What follows belongs to an exercise in optimizing a design on an open flow for small area; a production flow would make more cautious choices.
The RTL was checked by simulation tests, not by an equivalence proof against the original design.
The clock port is modelled as an ideal driver; clocking choices that lean on that would not hold on a real chip.
No activity file was given, so power comes from the tool's default toggle rates.

$ cat flow/run.sh
#!/bin/bash
# The standard layout (standard.sh), with these changes:
# - synthesis is the standard one (synth_recipe.tcl and ORFS's synth.tcl) with
#   only the combinational mapping changed: no full/half-adder extraction
#   (ADDER_MAP_FILE empty) and an area-oriented ABC script. The synthesis is
#   tried with each script in flow/abc/ and the one giving the smallest cell
#   area is used. Registers are mapped before ABC runs, so they are the
#   standard ones;
# - port buffers are plain buf_1 cells;
# - the clock tree is CLKBUF_COUNT clock buffers built by
#   flow/cts_one_buffer.tcl in place of ORFS's CTS step.
# Each tool's output goes to a log file of its own in this folder.
set -euo pipefail
W=$PWD
export BUFFER_PORTS_ARGS="-buffer_cell sky130_fd_sc_hd__buf_1"

sed -e 's#log_cmd abc {\*}\$abc_args#set abc_args [lreplace $abc_args 1 1 $::env(AREA_ABC_SCRIPT)]\n  log_cmd abc {*}$abc_args#' \
  $FLOW_HOME/scripts/synth.tcl > $W/synth_area.tcl
grep -q AREA_ABC_SCRIPT $W/synth_area.tcl
sed -e "s#source \$::env(SCRIPTS_DIR)/synth.tcl#source $W/synth_area.tcl#" synth_recipe.tcl > $W/synth_recipe_area.tcl
grep -q synth_area.tcl $W/synth_recipe_area.tcl

# synth_area.sh WORK_HOME: standard.sh's make command with our synthesis script
make_synth() {
  sed -e "s#SYNTH_SCRIPT=[^ ]*#SYNTH_SCRIPT=$W/synth_recipe_area.tcl ADDER_MAP_FILE=#" \
      -e "s#WORK_HOME=[^ ]*#WORK_HOME=$1#" standard.sh > $2
  grep -q synth_recipe_area.tcl $2
}

best=""; best_area=""
for a in $W/flow/abc/*.abc; do
  n=$(basename $a .abc)
  make_synth $W/try_$n $W/try_$n.sh
  AREA_ABC_SCRIPT=$a bash $W/try_$n.sh synth > try_$n.log 2>&1 || continue
  area=$(grep "Chip area" $W/try_$n/reports/${FLOW_PLATFORM}/processing_unit/base/synth_stat.txt | awk '{print $NF}')
  echo "$n $area" >> synth_tries.log
  if [[ -z "$best" ]] || awk -v a="$area" -v b="$best_area" 'BEGIN{exit !(a < b)}'; then
    best=$a; best_area=$area
  fi
done
echo "chosen: $best $best_area" >> synth_tries.log
rm -rf $W/try_*/objects $W/try_*/results
make_synth $W/orfs $W/synth_area.sh
AREA_ABC_SCRIPT=$best bash $W/synth_area.sh synth > synth_area.log 2>&1

bash standard.sh place > standard_place.log 2>&1
R=orfs/results/${FLOW_PLATFORM}/processing_unit/base
export RESULTS_DIR=$W/$R
export CLKBUF_CELL=${CLKBUF_CELL:-sky130_fd_sc_hd__clkbuf_8}
export CLKBUF_COUNT=${CLKBUF_COUNT:-2}
openroad -no_init -exit flow/cts_one_buffer.tcl > cts_one_buffer.log 2>&1
cp $R/4_1_cts.odb $R/4_cts.odb
touch $R/4_cts.sdc
bash standard.sh finish > standard_finish.log 2>&1
$ cat flow/abc/s12.abc
strash
dch
amap
topo
stime -c
$ cat flow/abc/s18.abc
strash
dch
map -a
strash
dch
amap
topo
stime -c
$ cat flow/abc/s21.abc
&get -n
&st
&dch -f
&nf -R 1000 -p
&put
topo
stime -c
$ cat flow/abc/s22.abc
&get -n
&st
&dch -f
&nf -R 1000 -p -F 8 -C 32
&put
topo
stime -c
$ cat flow/abc/s23.abc
strash
dch -f
amap -m -F 4 -A 8
topo
stime -c
$ cat flow/abc/s24.abc
strash
dch -f
amap -F 4 -A 8 -C 1000
topo
stime -c
$ cat flow/abc/s7.abc
strash
dch -f
amap
topo
stime -c
$ cat flow/abc/s9.abc
strash
dch
map -a
strash
dch
map -a
topo
stime -c
$ cat flow/cts_one_buffer.tcl
# Small clock tree: the clock port drives CLKBUF_COUNT clock buffers, each at
# the centre of its share of the registers (split by x position), and each
# buffer drives its registers' clock pins directly.
set plat $::env(FLOW_HOME)/platforms/$::env(FLOW_PLATFORM)
read_liberty $plat/lib/sky130_fd_sc_hd__tt_025C_1v80.lib
read_db $::env(RESULTS_DIR)/3_place.odb
read_sdc $::env(RESULTS_DIR)/3_place.sdc
source $plat/setRC.tcl

set block [ord::get_db_block]
set dbu [$block getDbUnitsPerMicron]
set k $::env(CLKBUF_COUNT)
set regs {}
foreach inst [$block getInsts] {
  if { [[$inst getMaster] isSequential] } {
    set bb [$inst getBBox]
    lappend regs [list [expr {([$bb xMin] + [$bb xMax]) / 2.0 / $dbu}] \
                       [expr {([$bb yMin] + [$bb yMax]) / 2.0 / $dbu}] [$inst getName]]
  }
}
set regs [lsort -real -index 0 $regs]
set n [llength $regs]
puts "registers: $n, clock buffers: $k"
# k-means on the register positions, seeded with strips sorted by x
for {set i 0} {$i < $n} {incr i} { set grp($i) [expr {$i * $k / $n}] }
for {set it 0} {$it < 20} {incr it} {
  for {set g 0} {$g < $k} {incr g} { set cx($g) 0.0; set cy($g) 0.0; set cn($g) 0 }
  for {set i 0} {$i < $n} {incr i} {
    set g $grp($i); set r [lindex $regs $i]
    set cx($g) [expr {$cx($g) + [lindex $r 0]}]; set cy($g) [expr {$cy($g) + [lindex $r 1]}]; incr cn($g)
  }
  for {set g 0} {$g < $k} {incr g} {
    if { $cn($g) > 0 } { set cx($g) [expr {$cx($g) / $cn($g)}]; set cy($g) [expr {$cy($g) / $cn($g)}] }
  }
  for {set i 0} {$i < $n} {incr i} {
    set r [lindex $regs $i]; set best -1; set bd 1e18
    for {set g 0} {$g < $k} {incr g} {
      if { $cn($g) == 0 } continue
      set d [expr {pow([lindex $r 0] - $cx($g), 2) + pow([lindex $r 1] - $cy($g), 2)}]
      if { $d < $bd } { set bd $d; set best $g }
    }
    set grp($i) $best
  }
}
for {set g 0} {$g < $k} {incr g} {
  set pins {}; set sx 0.0; set sy 0.0; set m 0
  for {set i 0} {$i < $n} {incr i} {
    if { $grp($i) != $g } continue
    set r [lindex $regs $i]
    set sx [expr {$sx + [lindex $r 0]}]; set sy [expr {$sy + [lindex $r 1]}]; incr m
    lappend pins [get_pins "[lindex $r 2]/CLK"]
  }
  if { $m == 0 } continue
  insert_buffer -buffer_cell $::env(CLKBUF_CELL) -net clock -load_pins $pins \
    -location [list [expr {$sx / $m}] [expr {$sy / $m}]] -buffer_name clkbuf_$g
}
set clkin [$block findNet clock]
$clkin setSigType CLOCK
foreach it [$clkin getITerms] {
  set buf [$it getInst]
  set net [[$buf findITerm X] getNet]
  $net setSigType CLOCK
  puts "clock buffer [$buf getName] ([[$buf getMaster] getName]) drives [llength [$net getITerms]] pins"
}
if { [llength [$clkin getITerms]] > $k || [llength [$clkin getITerms]] > 4 } { error "clock port drives [llength [$clkin getITerms]] pins" }

detailed_placement
check_placement -verbose
set_propagated_clock [all_clocks]
estimate_parasitics -placement
report_clock_skew
report_checks -path_delay min_max
report_check_types -max_slew -max_capacitance -violators
write_db $::env(RESULTS_DIR)/4_1_cts.odb
write_sdc -no_timestamp $::env(RESULTS_DIR)/4_cts.sdc
$ cat standard.sh
#!/bin/bash
# synth_recipe.tcl (not shown) runs the flow's synth.tcl, then flattens the netlist and writes it again
# the make line also repeats each setting of config.mk as NAME=value (left out here)
make -C /OpenROAD-flow-scripts/flow DESIGN_CONFIG=/design/flow/config.mk WORK_HOME=/design/flow/orfs CLKGATE_MAP_FILE= SYNTH_SCRIPT=/design/flow/synth_recipe.tcl "${@:-finish}"
$ cat config.mk
export PLATFORM = sky130hd
export DESIGN_NAME = processing_unit
export DESIGN_NICKNAME = processing_unit
export VERILOG_FILES = /design/flow/design.v
export SDC_FILE = /design/flow/constraint.sdc
export NUM_CORES = 4
export LEC_CHECK = 0
export CAP_MARGIN = 20
export CORE_AREA = 2.3 2.72 59.8 59.84
export DIE_AREA = 0 0 62 62
export SLEW_MARGIN = 20
$ cat constraint.sdc
create_clock -name core_clock -period 6.0 [get_ports {clock}]
set_input_delay 1.2000 -clock core_clock [delete_from_list [all_inputs] [get_ports {clock}]]
set_output_delay 1.2000 -clock core_clock [all_outputs]
set_load 0.01 [all_outputs]
$ cat design.v
module processing_unit(
    input clock,
    input reset,
    input start,
    output input_req,
    input [(6 - 1) : 0] input_val,
    input input_ready,
    input [(2 * 2 * 6 - 1) : 0] weight_vals,
    output [(6 - 1) : 0] output_val,
    output output_valid,
    output done
);
    localparam  WAIT_FOR_START = 3'd0,
                RESET_SIGNALS = 3'd1,
                WAIT_FOR_INPUT = 3'd2,
                INIT_SIGNALS = 3'd3,
                WAIT_FOR_ZERO = 3'd4,
                OUTPUT_IS_READY = 3'd5,
                INDEX_INCREMENT = 3'd6,
                DONE_FLAG = 3'd7;
    reg [2:0] state, next_state;
    reg [5:0] sc_count;
    reg [1:0] width_index, height_index;
    wire s_frame = (state == RESET_SIGNALS);
    wire run     = (state == WAIT_FOR_ZERO);
    wire s_inc   = (state == INDEX_INCREMENT);
    wire last    = (sc_count == 6'd63);
    assign input_req = (state == WAIT_FOR_INPUT);
    assign done = (state == DONE_FLAG);
    assign output_valid = (state == OUTPUT_IS_READY) && (width_index != 2'd0) && (height_index != 2'd0);
    always @(*) begin
        case (state)
            WAIT_FOR_START:  next_state = start ? RESET_SIGNALS : WAIT_FOR_START;
            RESET_SIGNALS:   next_state = WAIT_FOR_INPUT;
            WAIT_FOR_INPUT:  next_state = input_ready ? INIT_SIGNALS : WAIT_FOR_INPUT;
            INIT_SIGNALS:    next_state = WAIT_FOR_ZERO;
            WAIT_FOR_ZERO:   next_state = last ? OUTPUT_IS_READY : WAIT_FOR_ZERO;
            OUTPUT_IS_READY: next_state = INDEX_INCREMENT;
            INDEX_INCREMENT: next_state = ((width_index == 2'd3) && (height_index == 2'd3)) ? DONE_FLAG : WAIT_FOR_INPUT;
            default:         next_state = WAIT_FOR_START;
        endcase
    end
    always @(posedge clock) begin
        if (reset)
            state <= WAIT_FOR_START;
        else
            state <= next_state;
    end
    always @(posedge clock) begin
        sc_count <= {6{run}} & (sc_count ^ {&sc_count[4:0], &sc_count[3:0], &sc_count[2:0],
                                            &sc_count[1:0], sc_count[0], 1'b1});
    end
    always @(posedge clock) begin
        if (s_frame)
            {height_index, width_index} <= 4'd0;
        else begin
            width_index[0] <= width_index[0] ^ s_inc;
            width_index[1] <= width_index[1] ^ (s_inc & width_index[0]);
            height_index[0] <= height_index[0] ^ (s_inc & (&width_index));
            height_index[1] <= height_index[1] ^ (s_inc & (&width_index) & height_index[0]);
        end
    end
    function automatic ge6(input [5:0] a, input [5:0] b);
        integer k;
        begin
            ge6 = 1'b1;
            for (k = 0; k < 6; k = k + 1)
                ge6 = (a[k] ^ b[k]) ? a[k] : ge6;
        end
    endfunction
    wire half_cnt = sc_count[0];
    reg [6:1] gn;
    wire [6:1] g = ~gn;
    always @(posedge clock) begin
        if (reset)
            gn <= ~6'd10;
        else if (run)
            gn <= ~{g[5:1], g[6] ~^ g[5]};
    end
    reg [7:1] qn;
    wire [7:1] q = ~qn;
    wire q_en = run && !((width_index == 2'd3) && last);
    always @(posedge clock) begin
        if (s_frame)
            qn[6:1] <= ~6'd25;
        else if (q_en)
            qn[6:1] <= ~{q[5:1], q[6] ~^ q[5]};
        if (q_en)
            qn[7] <= ~q[6];
    end
    wire [5:0] l3 = q[6:1];
    wire [5:0] l4 = q[7:2];
    wire h3 = (6'd32 >= l3);
    wire h4 = (6'd32 >= l4);
    wire in_x = ge6(input_val, g);
    wire mx10 = ge6(weight_vals[12 +: 6], l3) ~^ in_x;
    wire mx11 = ge6(weight_vals[18 +: 6], l4) ~^ in_x;
    wire ry00 = (width_index == 2'd2) ? height_index[1] : h3;
    reg ry01, x10, y10, x11, y11;
    always @(posedge clock) begin
        if (s_frame) begin
            {ry01, x11, y11} <= 3'd0;
        end else if (run && (height_index != 2'd0)) begin
            if (width_index != 2'd3) begin
                ry01 <= ry00 ~^ h3;
                x10 <= mx10 ~^ ry01;
                y10 <= ry01 ~^ h3;
            end
            if (width_index != 2'd0) begin
                x11 <= half_cnt ? (mx11 ~^ y10) : x10;
                y11 <= y10 ~^ h4;
            end
        end
    end
    reg [5:0] ne;
    wire sc_est = ge6(~g, ne);
    wire est_max = (ne == 6'd0);
    wire est_min = (ne == 6'd63);
    wire up = (~est_max) & (x11 | est_min);
    wire cnt_en = x11 ^ (y11 ~^ sc_est);
    reg [6:0] ne_t;
    integer k;
    always @(*) begin
        ne_t[0] = run & cnt_en;
        for (k = 0; k < 6; k = k + 1)
            ne_t[k + 1] = ne_t[k] & (ne[k] ^ up);
    end
    always @(posedge clock) begin
        if (reset)
            ne <= 6'd63;
        else
            ne <= ne ^ ne_t[5:0];
    end
    assign output_val = ne;
endmodule
==> flow_metrics.py, run 1 <==
metrics = {
    "status": {
        "status": "timing/DRC/antenna clean",
    },
    "logic_synthesis": {
        "synthCells": 220,
        "synth_enable_flop_cells": 3,
        "ys_seq_area_share_pct": 44.5,
        "netlist.area_leader.share_pct": 39.3,
        "yosysWarnings": 1,
        "ys_seq_elements": 37,
        "synth.distinct_cells": 24,
        "async_flop_share_pct": 0,
        "syn_area_per_cell_um2": 7.87,
        "netlist_top_cells_area": "dfxtp_1, nor2_1, o21ai_0",
        "syn_nets": 254,
        "synth_area_mm2": 0.00173,
        "synth_ff_type": "dfxtp_1",
        "synth.largest_area_cell": "dfxtp_1",
    },
    "sta": {
        "fmax_mhz": 274,
        "rsz0062_at_grt": "no",
        "finalHoldViolCount": 0,
        "setup_viol": 0,
        "finalSetupTns_ns": 0,
        "finalCriticalPeriod_ns": 3.65,
        "fin_crit_sh_pct": 60.9,
        "drv_slew": 0,
        "fin_skew_ns": 0.00873,
        "max_slew.worst_pin.slew_ns": 0.874,
        "maxSlewHeadroom_pct": 41.3,
        "worst_slack_ns": 2.35,
    },
    "critical_path": {
        "cp_slowest_cell": "dfxtp_1",
        "crit_type": "reg2reg",
        "r2r_slack_ns": 2.35,
        "crit_path_max_incr_delay_ns": 0.43,
        "critPathMaxFanout": 5,
        "arrival_ns": 3.71,
        "rr_startpoint": "ne[1]$_SDFF_PP1_",
        "critPathLaunchType": "flip-flop",
        "end_kind": "flip-flop",
        "cp_data_required_time_ns": 6.06,
        "r2r_end": "ne[5]$_SDFF_PP1_",
        "worst-r2r-cell-count": 13,
        "cp_cell_sequence": "clkinv_1, a222oi_1, nor3_1, a221o_1, a32oi_1, o21ai_0, a221oi_1, o221ai_1, a221oi_1, o221ai_1, a221o_1, a21oi_1, o21ai_0",
    },
    "cells_and_area": {
        "area_growth_pct": 11.4,
        "drive_gt1_share_pct": 0.794,
        "utilization_pct": 58.7,
        "n_antenna_cell": 0,
        "finalNetCount": 288,
        "fin_area_mm2": 0.00193,
    },
    "place": {
        "dp_hpwl_mm": 3.01,
        "place_area_mm2": 0.00190,
        "port_buffers": 30,
        "gp_congestion": 0.823,
        "dpl_worst_slack_ns": 2.38,
    },
    "floorplanning": {
        "fp.dieH_um": 62,
        "initial_core_util_pct": 52.7,
        "fp.dieW_um": 62,
        "rows": 21,
        "ios": 43,
        "die_area_mm2": 0.00384,
        "coreArea_mm2": 0.00328,
    },
    "routing": {
        "wl_mm": 3.80,
        "ant_nets": 0,
        "vias": 1735,
        "drt_first_pass_iters": 5,
        "via_per_inst": 5.82,
        "drt-wirelength-per-cell_um": 12.7,
        "drc": 0,
        "drt-initial-drc-count": 103,
    },
    "power_and_ir_drop": {
        "switching_share_pct": 26.5,
        "power_density_mw_per_mm2": 227,
        "share_comb_of_total_power_pct": 15.2,
        "switching_power_mw": 0.116,
        "pwr-share-clk_pct": 21.2,
        "power_frac_seq_pct": 63.6,
        "power_leakage_nw": 0.616,
        "p_int_mw": 0.322,
        "vdd.ir_drop.worst_mv": 0.167,
    },
    "grt": {
        "overflow": 0,
        "antenna_found_initial": 0,
        "first_global_vias": 1507,
        "grt_first_pass_wirelength_mm": 6.11,
        "grt_util_all_layers_pct": 20.1,
        "grt_max_degree": 20,
    },
    "min_path": {
        "hp-start": "sc_count[0]$_DFF_P_",
        "min_to": "sc_count[0]$_DFF_P_",
        "min_path_type": "reg2reg",
        "hold_depth": 1,
    },
    "clock_tree": {
        "clock_latency_ns": 0.17,
        "path_clk_slew_ns": 0.11,
    },
    "flow_run": {
        "maxCapViolCount": 0,
    },
}
## sequential cells by signal, indices dropped and copies added (netlist names), 2 cells and up
| name | cells |
|---|---|
| qn | 7 |
| gn | 6 |
| ne | 6 |
| height_index | 2 |
| sc_count | 6 |
| state | 3 |
| width_index | 2 |
## logic make-up (layout without fill, tap and decap cells)
logic type             Yosys count  in the layout  share of synthesized area (%)
AO/OA/AOI/OAI                   88             88                           33.4
AND/OR/NAND/NOR                 67             67                           16.0
flip-flops                      37             37                           44.5
buffers and inverters           28             60                           6.07
## cell type report
| cell class | count | area (µm²) |
|---|---|---|
| clock buffers | 2 | 27.5 |
| repair buffers | 30 | 113 |
| well taps | 46 | 57.6 |
| flip-flops and latches | 37 | 771 |
| multi-input cells | 155 | 855 |
| fillers | 310 | 1360 |
| inverters | 28 | 105 |
## synth_stat cells (all sizes together) (2+ instances only)
| library cell | number |
|---|---|
| nor2 | 37 |
| and2 | 2 |
| a22oi | 5 |
| a31oi | 3 |
| nand2 | 15 |
| a221o | 3 |
| o22ai | 8 |
| a221oi | 7 |
| o21ai | 25 |
| o221ai | 5 |
| a41oi | 4 |
| a211oi | 5 |
| edfxtp | 3 |
| clkinv | 28 |
| nor3 | 10 |
| a21oi | 18 |
| and3 | 2 |
| dfxtp | 34 |
## worst max-delay path by stage
stage / from / endpoint / slack [ns] / cells after the start
after floorplan: ne[1]$_SDFF_PP1_ / ne[5]$_SDFF_PP1_ / 2.75 / 13
after global routing: ne[2]$_SDFF_PP1_ / ne[5]$_SDFF_PP1_ / 2.08 / 13
final: ne[1]$_SDFF_PP1_ / ne[5]$_SDFF_PP1_ / 2.35 / 13
after global placement: ne[1]$_SDFF_PP1_ / ne[5]$_SDFF_PP1_ / 2.48 / 13
after detailed placement: ne[1]$_SDFF_PP1_ / ne[5]$_SDFF_PP1_ / 2.38 / 13
## power by group through the flow
stage	Clock, mW	Combinational [mW]	Sequential [mW]
finish	0.0932	0.0665	0.279
global route	0.105	0.0780	0.282
detailed placement	0	0.0671	0.285
global placement	0	0.0642	0.284
floorplan	0	0.0491	0.280
## worst max-delay path: cells and delay by family, from the launching register on
kind	cells	cell delay (ns)
DFF	1	0.43
buffers and inverters	1	0.18
and+or+nand+nor	1	0.08
AOI/OAI and AO/OA	11	2.85
## through the flow
step	hold slack, ns	total power, mW	std cells
after floorplan	0.439	0.329	220
after global placement	0.466	0.348	296
after detailed placement	0.472	0.352	296
after global routing	0.544	0.465	298
final	0.496	0.439	298
## layer usage
metal	vias to the layer above	share of wire, %	GRT usage, %
li1	893	-	-
met1	816	43	23.7
met2	22	54	40.8
met3	4	2.7	1.24
met4	0	0.82	1.22
met5	-	0	0
## placed cells by master, fill, tap and decap left out
master	Yosys	layout
clkinv_1	28	28
a21oi_1	18	18
a41oi_1	4	4
o221a_1	1	1
and3_1	2	2
a221oi_1	7	7
o21ai_0	25	25
a32oi_1	1	1
nor2_1	37	37
o22ai_1	8	8
a31oi_1	3	3
nor4_1	1	1
a221o_1	3	3
a22oi_1	5	5
and2_0	2	2
a211o_1	1	1
a32o_1	1	1
clkbuf_8	0	2
o221ai_1	5	5
edfxtp_1	3	3
a222oi_1	1	1
nor3_1	10	10
nand2_1	15	15
dfxtp_1	34	34
buf_1	0	30
a211oi_1	5	5
==> inputs of run 2 (changes only) <==
--- a/design.v
+++ b/design.v
@@ -79,4 +79,4 @@
     end
-    reg [7:1] qn;
-    wire [7:1] q = ~qn;
+    reg [6:1] qn;
+    wire [6:1] q = ~qn;
     wire q_en = run && !((width_index == 2'd3) && last);
@@ -84,10 +84,8 @@
         if (s_frame)
-            qn[6:1] <= ~6'd25;
+            qn <= ~6'd12;
         else if (q_en)
-            qn[6:1] <= ~{q[5:1], q[6] ~^ q[5]};
-        if (q_en)
-            qn[7] <= ~q[6];
+            qn <= ~{q[5:1], q[6] ~^ q[5]};
     end
-    wire [5:0] l3 = q[6:1];
-    wire [5:0] l4 = q[7:2];
+    wire [5:0] l4 = q[6:1];
+    wire [5:0] l3 = {q[5:1], q[6] ~^ q[5]};
     wire h3 = (6'd32 >= l3);
@@ -97,10 +95,11 @@
     wire mx11 = ge6(weight_vals[18 +: 6], l4) ~^ in_x;
-    wire ry00 = (width_index == 2'd2) ? height_index[1] : h3;
-    reg ry01, x10, y10, x11, y11;
+    wire t0 = (sc_count == 6'd0);
+    wire ry01 = (width_index == 2'd2) ? (t0 | (height_index[1] ~^ h4))
+                                      : !((width_index == 2'd0) && t0);
+    reg x10, y10, x11, y11;
     always @(posedge clock) begin
         if (s_frame) begin
-            {ry01, x11, y11} <= 3'd0;
+            {x11, y11} <= 2'd0;
         end else if (run && (height_index != 2'd0)) begin
             if (width_index != 2'd3) begin
-                ry01 <= ry00 ~^ h3;
                 x10 <= mx10 ~^ ry01;
@@ -116,12 +115,11 @@
     wire sc_est = ge6(~g, ne);
-    wire est_max = (ne == 6'd0);
-    wire est_min = (ne == 6'd63);
-    wire up = (~est_max) & (x11 | est_min);
     wire cnt_en = x11 ^ (y11 ~^ sc_est);
-    reg [6:0] ne_t;
-    integer k;
-    always @(*) begin
-        ne_t[0] = run & cnt_en;
-        for (k = 0; k < 6; k = k + 1)
-            ne_t[k + 1] = ne_t[k] & (ne[k] ^ up);
+    wire en = run & cnt_en;
+    wire [5:0] a = ne ^ {6{x11}};
+    wire wrap = &a;
+    wire [5:0] flip;
+    assign flip[0] = en;
+    genvar k;
+    for (k = 1; k < 6; k = k + 1) begin : flips
+        assign flip[k] = en & (&a[k-1:0]) & ~wrap;
     end
@@ -131,3 +129,3 @@
         else
-            ne <= ne ^ ne_t[5:0];
+            ne <= ne ^ flip;
     end
==> run 2 against run 1 <==
  * Still clean on timing, DRC and antenna
  * Via count shrank 0.92%
  * Non-clock buffer count grew 1
  * Synthesized cell count shrank 1.4%
  * Die area is the same
  * Sequential power is essentially flat
  * Power grew 5.1%
  * Fmax grew 42%
  * Clock skew is essentially flat
  * First-iteration DRC count shrank 23%
  * Sequential cell count shrank 2
  * Critical endpoint is now ne[3]$_SDFF_PP1_
  * Largest power group unchanged
==> flow_metrics.py, run 2 <==
metrics = {
    "cells_and_area": {
        "area_growth_pct": 12.2,
        "finalNetCount": 286,
        "fin_area_mm2": 0.00189,
        "layout_common_cells": "nor2_1, dfxtp_1, buf_1",
        "drive_gt1_share_pct": 1.20,
        "layout_commonest_cell": "nor2_1",
        "n_antenna_cell": 0,
    },
    "critical_path": {
        "arrival_ns": 2.67,
        "cp_slowest_cell": "dfxtp_1",
        "end_kind": "flip-flop",
        "r2r_slack_ns": 3.43,
        "critPathMaxFanout": 4,
        "crit_type": "reg2reg",
        "critPathTopFamily": "compound AO/OA/AOI/OAI gates",
        "cp_data_required_time_ns": 6.10,
        "critPathLaunchType": "flip-flop",
        "crit_path_max_incr_delay_ns": 0.40,
        "cp_cell_sequence": "clkinv_1, a22oi_1, a21oi_1, o21ai_0, a31oi_1, o32ai_1, o21ai_0, nor3_1, clkinv_1, nor2_1, clkinv_1, a211oi_1, a21oi_1, o21ai_0",
        "crit_buf_inv": 3,
    },
    "routing": {
        "drt_first_pass_iters": 4,
        "vias": 1719,
        "drt-wirelength-per-cell_um": 13.1,
        "drt-initial-drc-count": 79,
        "via_per_inst": 5.81,
        "wl_mm": 3.88,
        "ant_nets": 0,
        "drc": 0,
    },
    "power_and_ir_drop": {
        "power_leakage_nw": 0.662,
        "power_density_mw_per_mm2": 244,
        "vdd.ir_drop.worst_mv": 0.174,
    },
    "logic_synthesis": {
        "synthMuxAreaShare_pct": 0,
        "synth-simple-area-share_pct": 18.3,
        "async_flop_share_pct": 0,
        "synth_enable_flop_cells": 2,
        "synthAdderAreaFrac_pct": 0,
        "synth.distinct_cells": 29,
        "yosys.area_share.xor_xnor_pct": 0,
        "synth.most_common_cell": "nor2_1",
        "synthCells": 217,
        "syn_nets": 251,
        "synth_compound_area_share_pct": 32.4,
        "synth_area_mm2": 0.00169,
        "ys_seq_elements": 35,
        "synth_ff_type": "dfxtp_1",
        "netlist.area_leader.share_pct": 39.2,
        "syn_area_per_cell_um2": 7.77,
        "yosysWarnings": 1,
        "netlist_top_cells_area": "dfxtp_1, nor2_1, clkinv_1",
        "ys_seq_area_share_pct": 42.8,
        "synth_top_family_by_area": "compound AO/OA/AOI/OAI gates",
        "yosys-top-cells-count": "nor2_1, dfxtp_1, clkinv_1",
        "synth.largest_area_cell": "dfxtp_1",
    },
    "sta": {
        "worst_slack_ns": 3.43,
        "finalCriticalPeriod_ns": 2.57,
        "fin_crit_sh_pct": 42.9,
        "fin_skew_ns": 0.00828,
        "finalSetupTns_ns": 0,
        "fmax_mhz": 389,
        "maxSlewHeadroom_pct": 64.0,
        "rsz0062_at_grt": "no",
        "setup_viol": 0,
        "max_slew.worst_pin.slew_ns": 0.539,
        "finalHoldViolCount": 0,
        "drv_slew": 0,
    },
    "clock_tree": {
        "clock_latency_ns": 0.16,
        "path_clk_slew_ns": 0.11,
    },
    "min_path": {
        "min_path_type": "reg2reg",
    },
    "floorplanning": {
        "rows": 21,
        "coreArea_mm2": 0.00328,
        "fp.dieW_um": 62,
        "initial_core_util_pct": 51.3,
        "die_area_mm2": 0.00384,
        "fp.dieH_um": 62,
        "ios": 43,
    },
    "place": {
        "port_buffers": 30,
        "dpl_worst_slack_ns": 3.27,
        "place_area_mm2": 0.00186,
        "dp_hpwl_mm": 3.08,
        "gp_congestion": 0.825,
    },
    "flow_run": {
        "maxCapViolCount": 0,
    },
    "status": {
        "status": "timing/DRC/antenna clean",
    },
    "grt": {
        "overflow": 0,
        "grt_first_pass_wirelength_mm": 6.30,
        "grt_util_all_layers_pct": 20.9,
        "antenna_found_initial": 0,
        "first_global_vias": 1530,
        "grt_max_degree": 19,
    },
}
-- run 2: cell type report --
cell class	count	area, µm²
Multi-Input combinational cell	153	856
Fill cell	339	1390
Tap cell	46	57.6
Clock buffer	2	27.5
Inverter	29	109
Timing Repair Buffer	31	120
Sequential cell	35	721
-- run 2: worst register-to-register path, stage by stage, from the launching register on --
cell      delay, ns
dfxtp_1        0.40
clkinv_1       0.14
a22oi_1        0.15
a21oi_1        0.05
o21ai_0        0.08
a31oi_1        0.11
o32ai_1        0.27
o21ai_0        0.24
nor3_1         0.27
clkinv_1       0.13
nor2_1         0.15
clkinv_1       0.10
a211oi_1       0.24
a21oi_1        0.10
o21ai_0        0.09
-- run 2: metal layers --
metal / GRT usage, % / routed length [µm] / vias to the layer above
li1: - / - / 885
met1: 25.1 / 1680 / 813
met2: 40.9 / 2070 / 19
met3: 2.07 / 107 / 2
met4: 2.43 / 16 / 0
met5: 0 / 0 / -
-- run 2: cells by family after synthesis --
| group | after synthesis |
|---|---|
| compound gates | 82 |
| flops | 35 |
| simple gates | 71 |
| buf+inv | 29 |
-- run 2: power breakdown --
| part | internal [mW] | switching (mW) | leakage [nW] |
|---|---|---|---|
| clock | 0.0310 | 0.0570 | 0.0144 |
| sequential | 0.253 | 0.0271 | 0.286 |
| combinational | 0.0412 | 0.0512 | 0.361 |
| total | 0.325 | 0.135 | 0.662 |
-- run 2: path summary, 6_finish.rpt --
kind | start | endpoint | depth (start not counted)
hold / removal | sc_count[0]$_DFF_P_ | sc_count[0]$_DFF_P_ | 1
setup / recovery | gn[2]$_SDFFE_PP0P_ | ne[3]$_SDFF_PP1_ | 14
setup reg to reg | gn[2]$_SDFFE_PP0P_ | ne[3]$_SDFF_PP1_ | 14
hold reg to reg | sc_count[0]$_DFF_P_ | sc_count[0]$_DFF_P_ | 1
-- run 2: stage by stage --
stage                     util (%)  hold slack, ns  instances  power (mW)
final                         57.6           0.496        296       0.461
after global routing          57.6           0.542        296       0.492
after detailed placement      56.7           0.476        294       0.376
after global placement        56.7           0.470        294       0.370
after floorplan                  -           0.442        217       0.346
==> inputs of run 3 (changes only) <==
--- a/design.v
+++ b/design.v
@@ -100,13 +100,13 @@
     always @(posedge clock) begin
-        if (s_frame) begin
+        if (run && (width_index != 2'd3)) begin
+            x10 <= mx10 ~^ ry01;
+            y10 <= ry01 ~^ h3;
+        end
+    end
+    always @(posedge clock) begin
+        if (s_frame)
             {x11, y11} <= 2'd0;
-        end else if (run && (height_index != 2'd0)) begin
-            if (width_index != 2'd3) begin
-                x10 <= mx10 ~^ ry01;
-                y10 <= ry01 ~^ h3;
-            end
-            if (width_index != 2'd0) begin
-                x11 <= half_cnt ? (mx11 ~^ y10) : x10;
-                y11 <= y10 ~^ h4;
-            end
+        else if (run && (height_index != 2'd0) && (width_index != 2'd0)) begin
+            x11 <= half_cnt ? (mx11 ~^ y10) : x10;
+            y11 <= y10 ~^ h4;
         end
==> run 3 against run 2 <==
  * Largest power group unchanged
  * Via count fell by 3.4%
  * Clock power rose by 0.6%
  * Fmax fell by 19%
  * Final cell count fell by 2.4%
  * Routed wire length fell by 0.65%
  * Worst setup slack got worse by 0.61 ns
  * Core utilization fell by 0.27 points
  * Still clean
  * Synthesized area barely moved
==> flow_metrics.py, run 3 <==
metrics = {
    "status": {
        "status": "timing/DRC/antenna clean",
    },
    "sta": {
        "setup_viol": 0,
        "max_slew.worst_pin.slew_ns": 0.979,
        "worst_slack_ns": 2.81,
        "drv_slew": 0,
        "fmax_mhz": 314,
        "finalCriticalPeriod_ns": 3.19,
        "maxSlewHeadroom_pct": 34.3,
        "rsz0062_at_grt": "no",
        "finalSetupTns_ns": 0,
        "finalHoldViolCount": 0,
        "fin_crit_sh_pct": 53.1,
        "fin_skew_ns": 0.00809,
    },
    "floorplanning": {
        "initial_core_util_pct": 51.3,
        "fp.dieW_um": 62,
        "coreArea_mm2": 0.00328,
        "ios": 43,
        "rows": 21,
        "fp.dieH_um": 62,
        "die_area_mm2": 0.00384,
    },
    "clock_tree": {
        "clock_latency_ns": 0.16,
        "path_clk_slew_ns": 0.11,
    },
    "power_and_ir_drop": {
        "total_power_mw": 0.446,
        "power_frac_seq_pct": 61.2,
        "switching_share_pct": 28.4,
        "pwr-share-clk_pct": 19.9,
        "p_int_mw": 0.319,
        "power_leakage_nw": 0.609,
        "switching_power_mw": 0.127,
        "vdd.ir_drop.worst_mv": 0.194,
        "power_density_mw_per_mm2": 237,
        "share_comb_of_total_power_pct": 18.9,
    },
    "critical_path": {
        "crit_type": "reg2reg",
        "critPathMaxFanout": 15,
        "worst-r2r-cell-count": 8,
        "cp_data_required_time_ns": 6.08,
        "end_kind": "flip-flop",
        "r2r_end": "qn[5]$_SDFFE_PP1P_",
        "startpoint": "state[2]$_SDFF_PP0_",
        "rr_startpoint": "state[2]$_SDFF_PP0_",
        "cp.depth": 8,
        "crit_buf_inv": 3,
        "cp_slowest_cell": "nor3_1",
        "cp-endpoint": "qn[5]$_SDFFE_PP1P_",
        "critPathLaunchType": "flip-flop",
        "arrival_ns": 3.27,
        "critPathTopFamily": "buffers and inverters",
        "r2r_slack_ns": 2.81,
        "crit_path_max_incr_delay_ns": 0.77,
        "cp_cell_sequence": "clkinv_1, nor3_1, clkinv_1, a21oi_1, a21oi_1, clkinv_1, a21oi_1, o21ai_0",
    },
    "cells_and_area": {
        "utilization_pct": 57.3,
        "layout_common_cells": "clkinv_1, dfxtp_1, buf_1",
        "area_growth_pct": 11.7,
        "finalNetCount": 279,
        "instances_no_fill": 289,
        "drive_gt1_share_pct": 0.823,
        "layout_commonest_cell": "clkinv_1",
        "n_antenna_cell": 0,
    },
    "routing": {
        "drt_first_pass_iters": 4,
        "drt-initial-drc-count": 93,
        "wl_mm": 3.85,
        "vias": 1660,
        "drc": 0,
        "via_per_inst": 5.74,
        "drt-wirelength-per-cell_um": 13.3,
        "ant_nets": 0,
    },
    "grt": {
        "antenna_found_initial": 0,
        "grt_max_degree": 19,
        "first_global_vias": 1400,
        "grt_first_pass_wirelength_mm": 5.98,
        "grt_util_all_layers_pct": 19.9,
        "overflow": 0,
    },
    "place": {
        "dpl_worst_slack_ns": 2.82,
        "port_buffers": 30,
        "gp_congestion": 0.817,
        "dp_hpwl_mm": 2.93,
        "place_inst": 287,
    },
    "logic_synthesis": {
        "synth_enable_flop_cells": 2,
        "syn_nets": 245,
        "netlist.area_leader.share_pct": 39.2,
        "synth_ff_type": "dfxtp_1",
        "synth.distinct_cells": 27,
        "synth.largest_area_cell": "dfxtp_1",
        "yosysWarnings": 1,
        "ys_seq_area_share_pct": 42.8,
        "synthCells": 211,
        "synth_area_mm2": 0.00168,
        "ys_seq_elements": 35,
        "synth.most_common_cell": "clkinv_1",
        "syn_area_per_cell_um2": 7.98,
        "netlist_top_cells_area": "dfxtp_1, clkinv_1, o22ai_1",
        "yosys-top-cells-count": "clkinv_1, dfxtp_1, o21ai_0",
        "async_flop_share_pct": 0,
    },
    "min_path": {
        "min_path_type": "reg2reg",
    },
    "flow_run": {
        "maxCapViolCount": 0,
    },
}
run 3: cell types whose count changed after synthesis, sizes merged, moves of 3 or more:
cell,delta
a211oi,-3
a221o,-3
clkinv,+5
nor2,-14
nor3,-4
o21a,-3
o21ai,+7
o221ai,+4
o22ai,+6
run 3: area by class of cell:
class	instances	area (µm²)
Fill cell	328	1400
Inverter	34	128
Tap cell	46	57.6
Timing Repair Buffer	30	113
Sequential cell	35	721
Multi-Input combinational cell	142	836
Clock buffer	2	27.5
run 3: logic make-up (layout without fill, tap and decap cells):
group | count (synthesis) | after routing | share of synthesized area (%)
compound gates | 94 | 94 | 36.7
simple gates | 46 | 46 | 11.9
flops | 35 | 35 | 42.8
buf+inv | 34 | 66 | 7.58
xor+xnor | 2 | 2 | 1.04
run 3: how the worst min path moves through the flow:
stage / from / endpoint / cells past startpoint
2_1_floorplan: sc_count[0]$_DFF_P_ / sc_count[0]$_DFF_P_ / 1
3_3_place_gp: sc_count[0]$_DFF_P_ / sc_count[0]$_DFF_P_ / 1
3_5_place_dp: sc_count[0]$_DFF_P_ / sc_count[0]$_DFF_P_ / 1
5_1_grt: sc_count[0]$_DFF_P_ / sc_count[0]$_DFF_P_ / 1
6_report: sc_count[0]$_DFF_P_ / sc_count[0]$_DFF_P_ / 1
run 3: layer usage:
layer / global-route usage [%] / routed length [µm] / up-vias / share of wire [%]
li1: - / - / 865 / -
met1: 26.9 / 1770 / 758 / 46
met2: 36.2 / 1910 / 35 / 50
met3: 1.24 / 148 / 2 / 3.8
met4: 2.13 / 20 / 0 / 0.52
met5: 0 / 0 / - / 0
run 3: metrics by stage:
| step | cell area (µm²) | hold WS (ns) |
|---|---|---|
| after floorplan | 1680 | 0.429 |
| final | 1880 | 0.477 |
| after global placement | 1850 | 0.446 |
| after detailed placement | 1850 | 0.452 |
| after global routing | 1880 | 0.503 |
run 3: power by group through the flow:
stage / Clock, mW / Combinational (mW) / Sequential, mW
global placement: 0 / 0.0814 / 0.276
floorplan: 0 / 0.0632 / 0.273
detailed placement: 0 / 0.0846 / 0.277
finish: 0.0885 / 0.0844 / 0.273
global route: 0.101 / 0.0959 / 0.275
==> inputs of run 4 (changes only) <==
--- a/design.v
+++ b/design.v
@@ -12,41 +12,27 @@
 );
-    localparam  WAIT_FOR_START = 3'd0,
-                RESET_SIGNALS = 3'd1,
-                WAIT_FOR_INPUT = 3'd2,
-                INIT_SIGNALS = 3'd3,
-                WAIT_FOR_ZERO = 3'd4,
-                OUTPUT_IS_READY = 3'd5,
-                INDEX_INCREMENT = 3'd6,
-                DONE_FLAG = 3'd7;
-    reg [2:0] state, next_state;
-    reg [5:0] sc_count;
+    reg run_f;
+    reg [5:0] c;
     reg [1:0] width_index, height_index;
-    wire s_frame = (state == RESET_SIGNALS);
-    wire run     = (state == WAIT_FOR_ZERO);
-    wire s_inc   = (state == INDEX_INCREMENT);
-    wire last    = (sc_count == 6'd63);
-    assign input_req = (state == WAIT_FOR_INPUT);
-    assign done = (state == DONE_FLAG);
-    assign output_valid = (state == OUTPUT_IS_READY) && (width_index != 2'd0) && (height_index != 2'd0);
-    always @(*) begin
-        case (state)
-            WAIT_FOR_START:  next_state = start ? RESET_SIGNALS : WAIT_FOR_START;
-            RESET_SIGNALS:   next_state = WAIT_FOR_INPUT;
-            WAIT_FOR_INPUT:  next_state = input_ready ? INIT_SIGNALS : WAIT_FOR_INPUT;
-            INIT_SIGNALS:    next_state = WAIT_FOR_ZERO;
-            WAIT_FOR_ZERO:   next_state = last ? OUTPUT_IS_READY : WAIT_FOR_ZERO;
-            OUTPUT_IS_READY: next_state = INDEX_INCREMENT;
-            INDEX_INCREMENT: next_state = ((width_index == 2'd3) && (height_index == 2'd3)) ? DONE_FLAG : WAIT_FOR_INPUT;
-            default:         next_state = WAIT_FOR_START;
-        endcase
-    end
+    wire run     = run_f;
+    wire c_is3   = (c == 6'd3);
+    wire last    = run_f & c_is3;
+    wire [2:0] st = c[2:0];
+    wire s_frame = !run_f && (st == 3'd1);
+    wire s_inc   = !run_f && (st == 3'd5);
+    wire last_px = (width_index == 2'd3) && (height_index == 2'd3);
+    assign input_req = !run_f && (st == 3'd2);
+    assign done = !run_f && (st == 3'd6);
+    assign output_valid = !run_f && (st == 3'd4) && (width_index != 2'd0) && (height_index != 2'd0);
+    wire c_inc = run_f || (st == 3'd1) || (st == 3'd3) || (st == 3'd4)
+              || ((st == 3'd2) && input_ready) || ((st == 3'd0) && start)
+              || ((st == 3'd5) && last_px);
     always @(posedge clock) begin
-        if (reset)
-            state <= WAIT_FOR_START;
+        if (reset || (!run_f && (st == 3'd6)))
+            c <= 6'd0;
+        else if (!run_f && (st == 3'd5) && !last_px)
+            c <= 6'd2;
         else
-            state <= next_state;
-    end
-    always @(posedge clock) begin
-        sc_count <= {6{run}} & (sc_count ^ {&sc_count[4:0], &sc_count[3:0], &sc_count[2:0],
-                                            &sc_count[1:0], sc_count[0], 1'b1});
+            c <= c ^ {c_inc & (&c[4:0]), c_inc & (&c[3:0]), c_inc & (&c[2:0]),
+                      c_inc & (&c[1:0]), c_inc & c[0], c_inc};
+        run_f <= !reset && (run_f ^ c_is3);
     end
@@ -70,3 +56,3 @@
     endfunction
-    wire half_cnt = sc_count[0];
+    wire half_cnt = c[0];
     reg [6:1] gn;
@@ -95,3 +81,3 @@
     wire mx11 = ge6(weight_vals[18 +: 6], l4) ~^ in_x;
-    wire t0 = (sc_count == 6'd0);
+    wire t0 = run_f && (c == 6'd4);
     wire ry01 = (width_index == 2'd2) ? (t0 | (height_index[1] ~^ h4))
==> run 4 against run 3 <==
  * Synthesized cell count grew 2.8%
  * Worst setup slack gained 0.16 ns
  * Synthesized area shrank 0.59%
  * Power grew 31%
  * Via count grew 3.2%
  * Clock skew grew 0.0037 ns
  * Critical endpoint is now ne[3]$_SDFF_PP1_
  * Highest routed layer unchanged
==> flow_metrics.py, run 4 <==
metrics = {
    "clock_tree": {
        "clock_latency_ns": 0.16,
        "path_clk_slew_ns": 0.11,
    },
    "routing": {
        "vias": 1713,
        "drc": 0,
        "drt_first_pass_iters": 4,
        "wl_mm": 3.75,
        "drt-wirelength-per-cell_um": 12.7,
        "via_per_inst": 5.81,
        "ant_nets": 0,
        "drt-initial-drc-count": 101,
    },
    "logic_synthesis": {
        "synth.distinct_cells": 28,
        "yosysWarnings": 1,
        "ys_seq_elements": 33,
        "syn_area_per_cell_um2": 7.71,
        "yosys-top-cells-count": "clkinv_1, dfxtp_1, nor2_1",
        "synth_compound_area_share_pct": 33.7,
        "synth-simple-area-share_pct": 17.5,
        "synth_top_family_by_area": "compound AO/OA/AOI/OAI gates",
        "synth_enable_flop_cells": 2,
        "synthAdderAreaFrac_pct": 0,
        "syn_nets": 251,
        "synth_ff_type": "dfxtp_1",
        "synthCells": 217,
        "synth.most_common_cell": "clkinv_1",
        "yosys.area_share.xor_xnor_pct": 0.523,
        "async_flop_share_pct": 0,
        "ys_seq_area_share_pct": 40.7,
        "netlist.area_leader.share_pct": 37.1,
        "netlist_top_cells_area": "dfxtp_1, clkinv_1, nor2_1",
        "synth.largest_area_cell": "dfxtp_1",
        "synthMuxAreaShare_pct": 0,
        "synth_area_mm2": 0.00167,
    },
    "sta": {
        "rsz0062_at_grt": "no",
        "fin_skew_ns": 0.0118,
        "max_slew.worst_pin.slew_ns": 0.883,
        "finalHoldViolCount": 0,
        "setup_viol": 0,
        "fmax_mhz": 331,
        "finalCriticalPeriod_ns": 3.02,
        "holdWs_ns": 0.469,
        "fin_crit_sh_pct": 50.4,
        "maxSlewHeadroom_pct": 40.7,
        "drv_slew": 0,
        "finalSetupTns_ns": 0,
    },
    "cells_and_area": {
        "area_growth_pct": 11.8,
        "multi_input_area_um2": 866,
        "fillCellCount": 322,
        "layout_common_cells": "clkinv_1, nor2_1, dfxtp_1",
        "n_antenna_cell": 0,
        "drive_gt1_share_pct": 0.803,
        "seq_area_um2": 681,
        "finalNetCount": 285,
        "layout_commonest_cell": "clkinv_1",
    },
    "floorplanning": {
        "rows": 21,
        "initial_core_util_pct": 51.0,
        "coreArea_mm2": 0.00328,
        "ios": 43,
        "fp.dieW_um": 62,
        "fp.dieH_um": 62,
        "die_area_mm2": 0.00384,
    },
    "critical_path": {
        "critPathLaunchType": "flip-flop",
        "r2r_end": "ne[3]$_SDFF_PP1_",
        "critPathMaxFanout": 6,
        "cpMostUsedCell": "clkinv_1",
        "r2r_slack_ns": 2.98,
        "arrival_ns": 3.11,
        "cp_data_required_time_ns": 6.09,
        "crit_path_max_incr_delay_ns": 0.44,
        "worst-r2r-cell-count": 16,
        "end_kind": "flip-flop",
        "cp_slowest_cell": "dfxtp_1",
        "rr_startpoint": "ne[2]$_SDFF_PP1_",
        "cp_cell_sequence": "clkinv_1, a221oi_1, a221oi_1, a221oi_1, o32ai_1, nor2_1, a21oi_1, nor2_1, clkinv_1, a211oi_1, clkinv_1, nor2_1, clkinv_1, a211oi_1, a21oi_1, o21ai_0",
        "crit_type": "reg2reg",
    },
    "power_and_ir_drop": {
        "power_leakage_nw": 0.608,
        "vdd.ir_drop.worst_mv": 0.165,
        "power_density_mw_per_mm2": 313,
    },
    "grt": {
        "antenna_found_initial": 0,
        "overflow": 0,
        "grt_first_pass_wirelength_mm": 5.84,
        "grt_max_degree": 20,
        "grt_util_all_layers_pct": 19.3,
        "first_global_vias": 1376,
    },
    "min_path": {
        "min_path_type": "reg2reg",
        "hp-start": "c[4]$_SDFF_PP0_",
        "min_to": "c[4]$_SDFF_PP0_",
        "hold_depth": 2,
    },
    "flow_run": {
        "maxCapViolCount": 0,
    },
    "status": {
        "status": "timing/DRC/antenna clean",
    },
    "place": {
        "gp_congestion": 0.840,
        "port_buffers": 30,
        "dp_hpwl_mm": 2.92,
    },
}
[run 4: cell types whose count changed in the layout (fill, tap and decap cells not counted), moves of 4 or more]
cell,change
nor2_1,+11
o21ai_0,-7
nand2_1,+4
o22ai_1,-8
a211oi_1,+8
[run 4: cell type report]
| cell class | instances | share of cell area [%] |
|---|---|---|
| Inverter | 34 | 6.82 |
| Multi-Input combinational cell | 150 | 46.3 |
| Timing Repair Buffer | 30 | 6.02 |
| Sequential cell | 33 | 36.4 |
| Clock buffer | 2 | 1.47 |
| Tap cell | 46 | 3.07 |
[run 4: kinds of logic after synthesis]
logic type | Yosys count
DFF | 33
and+or+nand+nor | 67
buffers and inverters | 34
xor gates and xnor gates | 1
AOI/OAI and AO/OA | 82
[run 4: through the flow]
stage / power, mW / utilization (%) / std cells / worst slack [ns] / cell area [µm²]
2_1_floorplan: 0.448 / - / 217 / 3.20 / 1670
3_3_place_gp: 0.494 / 56.2 / 293 / 2.93 / 1840
3_5_place_dp: 0.502 / 56.2 / 293 / 2.94 / 1840
5_1_grt: 0.628 / 57.0 / 295 / 2.59 / 1870
6_report: 0.586 / 57.0 / 295 / 2.98 / 1870
[run 4: worst max-delay path by stage]
stage                       end  cells after the start              from
2_1_floorplan  x11$_SDFFE_PP0P_                     11   weight_vals[18]
3_3_place_gp   x11$_SDFFE_PP0P_                     12   weight_vals[18]
3_5_place_dp   x11$_SDFFE_PP0P_                     12   weight_vals[18]
5_1_grt        ne[3]$_SDFF_PP1_                     16  ne[2]$_SDFF_PP1_
6_report       ne[3]$_SDFF_PP1_                     16  ne[2]$_SDFF_PP1_
[run 4: where the power goes]
part | internal [mW] | total, mW | switching [mW]
Combinational | 0.0764 | 0.195 | 0.118
Clock | 0.0310 | 0.0870 | 0.0559
Sequential | 0.258 | 0.304 | 0.0458
[run 4: critical path: cells and delay by family, from the launching register on]
family / cells / cell delay (ns)
AND/OR/NAND/NOR: 3 / 0.48
flip-flops: 1 / 0.44
buffers and inverters: 4 / 0.54
AO/OA/AOI/OAI: 9 / 1.46
[run 4: metal layers]
metal / global-route usage (%) / wire, µm / up-vias
li1: - / - / 891
met3: 1.24 / 161 / 4
met2: 33.2 / 1760 / 37
met4: 2.74 / 37 / 0
met1: 27.1 / 1790 / 781
met5: 0 / 0 / -
==> inputs of run 5 (changes only) <==
--- a/flow/run.sh
+++ b/flow/run.sh
@@ -5,5 +5,6 @@
 #   (ADDER_MAP_FILE empty) and an area-oriented ABC script. The synthesis is
-#   tried with each script in flow/abc/ and the one giving the smallest cell
-#   area is used. Registers are mapped before ABC runs, so they are the
-#   standard ones;
+#   tried with each script in flow/abc/ (some run ABC's &deepsyn with a fixed
+#   iteration limit and seed, so every script is deterministic) and the one
+#   giving the smallest cell area is used. Registers are mapped before ABC
+#   runs, so they are the standard ones;
 # - port buffers are plain buf_1 cells;
@@ -29,2 +30,15 @@
 
+# try each script, at most NUM_CORES at a time
+try_one() {
+  local a=$1 n
+  n=$(basename $a .abc)
+  make_synth $W/try_$n $W/try_$n.sh
+  AREA_ABC_SCRIPT=$a bash $W/try_$n.sh synth > try_$n.log 2>&1 || true
+}
+jobs_max=${NUM_CORES:-4}
+for a in $W/flow/abc/*.abc; do
+  while [[ $(jobs -rp | wc -l) -ge $jobs_max ]]; do sleep 1; done
+  try_one $a &
+done
+wait
 best=""; best_area=""
@@ -32,5 +46,5 @@
   n=$(basename $a .abc)
-  make_synth $W/try_$n $W/try_$n.sh
-  AREA_ABC_SCRIPT=$a bash $W/try_$n.sh synth > try_$n.log 2>&1 || continue
-  area=$(grep "Chip area" $W/try_$n/reports/${FLOW_PLATFORM}/processing_unit/base/synth_stat.txt | awk '{print $NF}')
+  f=$W/try_$n/reports/${FLOW_PLATFORM}/processing_unit/base/synth_stat.txt
+  [[ -f $f ]] || continue
+  area=$(grep "Chip area" $f | awk '{print $NF}')
   echo "$n $area" >> synth_tries.log
@@ -40,2 +54,3 @@
 done
+[[ -n "$best" ]] || best=$W/flow/abc/s9.abc
 echo "chosen: $best $best_area" >> synth_tries.log
==> flow/abc/sdB.abc (new file) <==
strash
&get -n
&deepsyn -J 200
&put
dch
amap
topo
stime -c
==> flow/abc/sdS1.abc (new file) <==
strash
&get -n
&deepsyn -J 200 -S 1
&put
dch
amap
topo
stime -c
==> flow/abc/sdS3.abc (new file) <==
strash
&get -n
&deepsyn -J 200 -S 3
&put
dch
amap
topo
stime -c
==> flow/abc/sdS4.abc (new file) <==
strash
&get -n
&deepsyn -J 200 -S 4
&put
dch
amap
topo
stime -c
==> run 5 against run 4 <==
  * Global-route usage down 0.81 points
  * Synthesized area down 0.67%
  * Core utilization down 0.34 points
  * Synthesized cell count up 4.1%
  * Clock skew down 0.0079 ns
  * Sequential share of layout area up 0.22 points
  * Non-clock buffer count unchanged
  * Count of clock-buffer cells in the layout unchanged
  * Design area down 0.60%
  * Power down 12%
==> flow_metrics.py, run 5 <==
metrics = {
    "status": {
        "status": "timing/DRC/antenna clean",
    },
    "critical_path": {
        "r2r_end": "ne[5]$_SDFF_PP1_",
        "worst-r2r-cell-count": 15,
        "end_kind": "flip-flop",
        "r2r_slack_ns": 3.20,
        "cp_data_required_time_ns": 6.05,
        "cp-endpoint": "ne[5]$_SDFF_PP1_",
        "startpoint": "ne[1]$_SDFF_PP1_",
        "rr_startpoint": "ne[1]$_SDFF_PP1_",
        "crit_type": "reg2reg",
        "arrival_ns": 2.85,
        "critPathMaxFanout": 6,
        "critPathLaunchType": "flip-flop",
    },
    "cells_and_area": {
        "area_growth_pct": 11.9,
        "layout_common_cells": "nor2_1, clkinv_1, dfxtp_1",
        "seq_area_um2": 681,
        "multi_input_area_um2": 847,
        "fillCellCount": 324,
        "layout_commonest_cell": "nor2_1",
        "n_antenna_cell": 0,
        "drive_gt1_share_pct": 0.775,
        "instances_no_fill": 304,
        "finalNetCount": 294,
    },
    "logic_synthesis": {
        "netlist_top_cells_area": "dfxtp_1, nor2_1, clkinv_1",
        "ys_seq_area_share_pct": 40.9,
        "syn_area_per_cell_um2": 7.36,
        "synth_area_mm2": 0.00166,
        "synth.most_common_cell": "nor2_1",
        "yosysWarnings": 1,
        "synth_ff_type": "dfxtp_1",
        "synth.distinct_cells": 28,
        "ys_seq_elements": 33,
        "synth_top_family_by_area": "compound AO/OA/AOI/OAI gates",
        "synth.largest_area_cell": "dfxtp_1",
        "syn_nets": 260,
        "synth-simple-area-share_pct": 19.9,
        "async_flop_share_pct": 0,
        "yosys.area_share.xor_xnor_pct": 0,
        "synth_enable_flop_cells": 2,
        "synthMuxAreaShare_pct": 0,
        "synthAdderAreaFrac_pct": 0,
        "netlist.area_leader.share_pct": 37.3,
        "synthCells": 226,
        "synth_compound_area_share_pct": 31.0,
        "yosys-top-cells-count": "nor2_1, clkinv_1, dfxtp_1",
    },
    "grt": {
        "antenna_found_initial": 0,
        "grt_max_degree": 19,
        "overflow": 0,
        "grt_first_pass_wirelength_mm": 5.61,
        "grt_util_all_layers_pct": 18.5,
        "first_global_vias": 1368,
    },
    "clock_tree": {
        "path_clk_slew_ns": 0.10,
        "clock_latency_ns": 0.15,
    },
    "sta": {
        "rsz0062_at_grt": "no",
        "finalSetupTns_ns": 0,
        "fmax_mhz": 357,
        "max_slew.worst_pin.slew_ns": 0.605,
        "setup_viol": 0,
        "finalHoldViolCount": 0,
        "finalCriticalPeriod_ns": 2.80,
        "maxSlewHeadroom_pct": 59.3,
        "fin_skew_ns": 0.00385,
        "drv_slew": 0,
        "holdWs_ns": 0.473,
        "fin_crit_sh_pct": 46.7,
    },
    "floorplanning": {
        "fp.dieH_um": 62,
        "coreArea_mm2": 0.00328,
        "fp.dieW_um": 62,
        "ios": 43,
        "die_area_mm2": 0.00384,
        "initial_core_util_pct": 50.6,
        "rows": 21,
    },
    "routing": {
        "wl_mm": 3.49,
        "drt-initial-drc-count": 86,
        "drt-wirelength-per-cell_um": 11.5,
        "drt_first_pass_iters": 4,
        "vias": 1624,
        "drc": 0,
        "via_per_inst": 5.34,
        "ant_nets": 0,
    },
    "min_path": {
        "min_path_type": "reg2reg",
    },
    "power_and_ir_drop": {
        "power_density_mw_per_mm2": 278,
        "power_leakage_nw": 0.619,
        "vdd.ir_drop.worst_mv": 0.192,
    },
    "flow_run": {
        "maxCapViolCount": 0,
    },
    "place": {
        "gp_congestion": 0.787,
        "place_inst": 302,
        "port_buffers": 30,
        "dp_hpwl_mm": 2.81,
    },
}
## run 5: cell types whose count changed in the layout (fill, tap and decap cells not counted), sizes merged, moves of 4 or more
| cell | before | now |
|---|---|---|
| nor3 | 10 | 5 |
| o22ai | 11 | 6 |
| nand2 | 14 | 18 |
| o21ai | 14 | 19 |
| a221oi | 5 | 1 |
| nor2 | 31 | 43 |
## run 5: kinds of logic (layout without fill, tap and decap cells)
group / count (synthesis) / after routing
simple gates: 79 / 79
compound gates: 78 / 78
flops: 33 / 33
buf+inv: 36 / 68
## run 5: cell type report
cell class / instances / share of cell area, %
multi-input cells: 157 / 45.5
flip-flops and latches: 33 / 36.6
inverters: 36 / 7.26
repair buffers: 30 / 6.05
well taps: 46 / 3.09
clock buffers: 2 / 1.48
## run 5: where the power goes
group | internal, mW | switching [mW]
combinational | 0.0591 | 0.0843
sequential | 0.254 | 0.0345
clock | 0.0310 | 0.0542
## run 5: worst min path at each step
| stage | start | cells past startpoint | slack, ns | endpoint |
|---|---|---|---|---|
| after floorplan | c[5]$_SDFF_PP0_ | 1 | 0.43 | c[5]$_SDFF_PP0_ |
| after global placement | c[5]$_SDFF_PP0_ | 1 | 0.45 | c[5]$_SDFF_PP0_ |
| after detailed placement | c[4]$_SDFF_PP0_ | 2 | 0.45 | c[4]$_SDFF_PP0_ |
| after global routing | c[5]$_SDFF_PP0_ | 1 | 0.50 | c[5]$_SDFF_PP0_ |
| final | c[5]$_SDFF_PP0_ | 1 | 0.47 | c[5]$_SDFF_PP0_ |
## run 5: worst max-delay path, stage by stage (launching register included)
cell and delay, ns:
dfxtp_1 0.44, clkinv_1 0.17, o22ai_1 0.17, o211ai_1 0.11, o221ai_1 0.08, o211ai_1 0.11
a21oi_1 0.17, nand2_1 0.06, o21ai_0 0.13, o21ai_0 0.12, a21oi_1 0.23, o2111ai_1 0.23
a21oi_1 0.26, o221ai_1 0.18, a21oi_1 0.15, o21ai_0 0.08
## run 5: per-layer routing
layer	wire [µm]	GRT usage, %	vias to the layer above
met5	0	0	-
li1	-	-	884
met4	19	0.912	0
met2	1670	33.8	17
met1	1720	24.9	721
met3	83	1.24	2
## run 5: metrics by stage
| stage | area, µm² | utilization [%] | setup WS [ns] | power [mW] |
|---|---|---|---|---|
| after floorplan | 1660 | - | 3.37 | 0.399 |
| after global placement | 1830 | 55.8 | 3.12 | 0.434 |
| after detailed placement | 1830 | 55.8 | 3.11 | 0.437 |
| after global routing | 1860 | 56.6 | 2.72 | 0.555 |
| final | 1860 | 56.6 | 3.20 | 0.517 |
==> inputs of run 6 (changes only) <==
--- a/flow/run.sh
+++ b/flow/run.sh
@@ -63,4 +63,4 @@
 export RESULTS_DIR=$W/$R
-export CLKBUF_CELL=${CLKBUF_CELL:-sky130_fd_sc_hd__clkbuf_8}
-export CLKBUF_COUNT=${CLKBUF_COUNT:-2}
+export CLKBUF_CELL=${CLKBUF_CELL:-sky130_fd_sc_hd__clkbuf_16}
+export CLKBUF_COUNT=${CLKBUF_COUNT:-1}
 openroad -no_init -exit flow/cts_one_buffer.tcl > cts_one_buffer.log 2>&1
--- a/config.mk
+++ b/config.mk
@@ -10,2 +10,3 @@
 export DIE_AREA = 0 0 62 62
+export PLACE_DENSITY = 0.9
 export SLEW_MARGIN = 20
==> run 6 against run 5 <==
  * Still clean on timing, DRC and antenna
  * Global-route usage shrank 0.28 points
  * Count of clock-buffer cells in the layout shrank 1
  * Die area is the same
  * Combinational power is essentially flat
  * Critical path type unchanged
==> flow_metrics.py, run 6 <==
metrics = {
    "critical_path": {
        "crit_path_max_incr_delay_ns": 0.45,
        "r2r_slack_ns": 3.16,
        "worst-r2r-cell-count": 15,
        "arrival_ns": 2.91,
        "cpMostUsedCell": "a21oi_1",
        "crit_type": "reg2reg",
        "cp_data_required_time_ns": 6.07,
        "r2r_end": "ne[5]$_SDFF_PP1_",
        "rr_startpoint": "ne[1]$_SDFF_PP1_",
        "critPathMaxFanout": 6,
        "end_kind": "flip-flop",
        "cp_cell_sequence": "clkinv_1, o22ai_1, o211ai_1, o221ai_1, o211ai_1, a21oi_1, nand2_1, o21ai_0, o21ai_0, a21oi_1, o2111ai_1, a21oi_1, o221ai_1, a21oi_1, o21ai_0",
        "critPathLaunchType": "flip-flop",
        "cp_slowest_cell": "dfxtp_1",
    },
    "sta": {
        "fin_crit_sh_pct": 47.4,
        "rsz0062_at_grt": "no",
        "fmax_mhz": 352,
        "finalHoldViolCount": 0,
        "drv_slew": 0,
        "maxSlewHeadroom_pct": 54.6,
        "finalCriticalPeriod_ns": 2.84,
        "fin_skew_ns": 0.00449,
        "finalSetupTns_ns": 0,
        "max_slew.worst_pin.slew_ns": 0.675,
        "setup_viol": 0,
    },
    "routing": {
        "wl_mm": 3.55,
        "via_per_inst": 5.55,
        "drt-wirelength-per-cell_um": 11.7,
        "drt-initial-drc-count": 90,
        "ant_nets": 0,
        "drc": 0,
        "vias": 1682,
        "drt_first_pass_iters": 4,
    },
    "min_path": {
        "min_path_type": "reg2reg",
        "hold_depth": 2,
        "hp-start": "c[4]$_SDFF_PP0_",
        "min_to": "c[4]$_SDFF_PP0_",
    },
    "floorplanning": {
        "rows": 21,
        "ios": 43,
        "fp.dieH_um": 62,
        "die_area_mm2": 0.00384,
        "fp.dieW_um": 62,
        "initial_core_util_pct": 50.6,
        "coreArea_mm2": 0.00328,
    },
    "power_and_ir_drop": {
        "power_density_mw_per_mm2": 280,
        "power_leakage_nw": 0.617,
        "vdd.ir_drop.worst_mv": 0.162,
    },
    "logic_synthesis": {
        "ys_seq_area_share_pct": 40.9,
        "synth_area_mm2": 0.00166,
        "synthCells": 226,
        "yosysWarnings": 1,
        "ys_seq_elements": 33,
        "netlist.area_leader.share_pct": 37.3,
        "synth_enable_flop_cells": 2,
        "synth_ff_type": "dfxtp_1",
        "syn_area_per_cell_um2": 7.36,
        "syn_nets": 260,
        "async_flop_share_pct": 0,
        "synth.largest_area_cell": "dfxtp_1",
        "netlist_top_cells_area": "dfxtp_1, nor2_1, clkinv_1",
        "synth.most_common_cell": "nor2_1",
        "yosys-top-cells-count": "nor2_1, clkinv_1, dfxtp_1",
        "synth.distinct_cells": 28,
    },
    "cells_and_area": {
        "area_growth_pct": 11.7,
        "finalNetCount": 293,
        "utilization_pct": 56.6,
        "drive_gt1_share_pct": 0.389,
        "instances_no_fill": 303,
        "n_antenna_cell": 0,
        "fin_area_mm2": 0.00186,
        "layout_commonest_cell": "nor2_1",
        "layout_common_cells": "nor2_1, clkinv_1, dfxtp_1",
    },
    "place": {
        "gp_congestion": 0.855,
        "port_buffers": 30,
        "place_area_mm2": 0.00183,
        "place_inst": 302,
        "dp_hpwl_mm": 2.81,
    },
    "grt": {
        "overflow": 0,
        "grt_max_degree": 34,
        "antenna_found_initial": 0,
        "first_global_vias": 1419,
        "grt_first_pass_wirelength_mm": 5.59,
        "grt_util_all_layers_pct": 18.2,
    },
    "flow_run": {
        "maxCapViolCount": 0,
    },
    "status": {
        "status": "timing/DRC/antenna clean",
    },
    "clock_tree": {
        "path_clk_slew_ns": 0.12,
        "clock_latency_ns": 0.18,
    },
}
-- run 6: cell count changes in the layout (fill, tap and decap cells not counted) --
cell,delta
clkbuf_16,+1
clkbuf_8,-2
-- run 6: per-layer routing --
metal  track usage (%)  part of all wire, %  up-vias
met5                 0                    0        -
met4              2.74                 0.96        0
met3             0.621                  3.3        2
met2              33.2                   51       37
met1              24.2                   45      762
li1                  -                    -      881
-- run 6: worst max-delay path by stage --
stage / start / slack [ns] / end / cells past startpoint
2_1_floorplan: weight_vals[19] / 3.37 / x11$_SDFFE_PP0P_ / 9
3_3_place_gp: weight_vals[19] / 3.14 / x11$_SDFFE_PP0P_ / 10
3_5_place_dp: weight_vals[19] / 3.09 / x11$_SDFFE_PP0P_ / 10
5_1_grt: ne[1]$_SDFF_PP1_ / 2.54 / ne[5]$_SDFF_PP1_ / 15
6_report: ne[1]$_SDFF_PP1_ / 3.16 / ne[5]$_SDFF_PP1_ / 15
-- run 6: cell type report --
type                    instances  area [µm²]
inverters                      36         135
multi-input cells             157         847
fillers                       331        1430
clock buffers                   1        25.0
well taps                      46        57.6
flip-flops and latches         33         681
repair buffers                 30         113
-- run 6: where the power goes --
group / total, mW / internal [mW] / switching (mW) / leakage, nW
logic: 0.146 / 0.0591 / 0.0865 / 0.334
registers: 0.288 / 0.254 / 0.0342 / 0.270
clock network: 0.0863 / 0.0313 / 0.0550 / 0.0123
total: 0.520 / 0.344 / 0.176 / 0.617
-- run 6: cell families (layout without fill, tap and decap cells) --
logic type,after synthesis,in the layout,synth area share [%]
simple gates,79,79,19.9
compound gates,78,78,31.0
buf+inv,36,67,8.13
flops,33,33,40.9
-- run 6: critical path, delay by kind of cell (launching register included) --
kind / cells / cell delay, ns
simple gates: 1 / 0.07
flops: 1 / 0.45
buf+inv: 1 / 0.17
compound gates: 13 / 2.05
-- run 6: per-stage QoR --
step,setup WS [ns],hold WS [ns],total power [mW]
floorplan,3.37,0.430,0.399
global placement,3.14,0.449,0.431
detailed placement,3.09,0.454,0.436
global route,2.54,0.506,0.557
finish,3.16,0.478,0.520

-- separate check: timing with driven ports --
In the flow no input, the clock included, has a driving cell. The finished layouts below were timed again as built, in two steps. Step 1: set_driving_cell puts a clkbuf_16 on clock and a buf_2 on each other input, an assumption about the parent block. Step 2 adds t to the input delays and takes it off the output delays; t is the mean of the earliest and latest rising clock arrival at the registers after step 1. Input paths then give back, and output paths get back, about the clock's delay inside the block. Three values: ideal ports, drivers, drivers and shift; two values: the first two.
| run | t (ns) | setup slack, ns | latest minus earliest clock arrival (ns) | worst slew at a driven data input, ns | cell pins on the clock port's net |
|---|---|---|---|---|---|
| run 1 | 0.202 | 2.348 / 2.348 / 2.348 | 0.009 / 0.009 | 0.03 | 2 |
| run 2 | 0.191 | 3.428 / 3.428 / 3.277 | 0.008 / 0.009 | 0.03 | 2 |
| run 3 | 0.196 | 2.815 / 2.815 / 2.815 | 0.008 / 0.008 | 0.03 | 2 |
| run 4 | 0.193 | 2.977 / 2.977 / 2.904 | 0.012 / 0.012 | 0.03 | 2 |
| run 5 | 0.188 | 3.198 / 3.198 / 3.112 | 0.005 / 0.005 | 0.03 | 2 |
| run 6 | 0.208 | 3.159 / 3.159 / 3.105 | 0.006 / 0.005 | 0.03 | 1 |
After both steps every run listed still meets setup and hold. For run 2, which loses most, drivers alone change the setup slack by 0.000 ns; drivers and shift together by -0.151 ns.
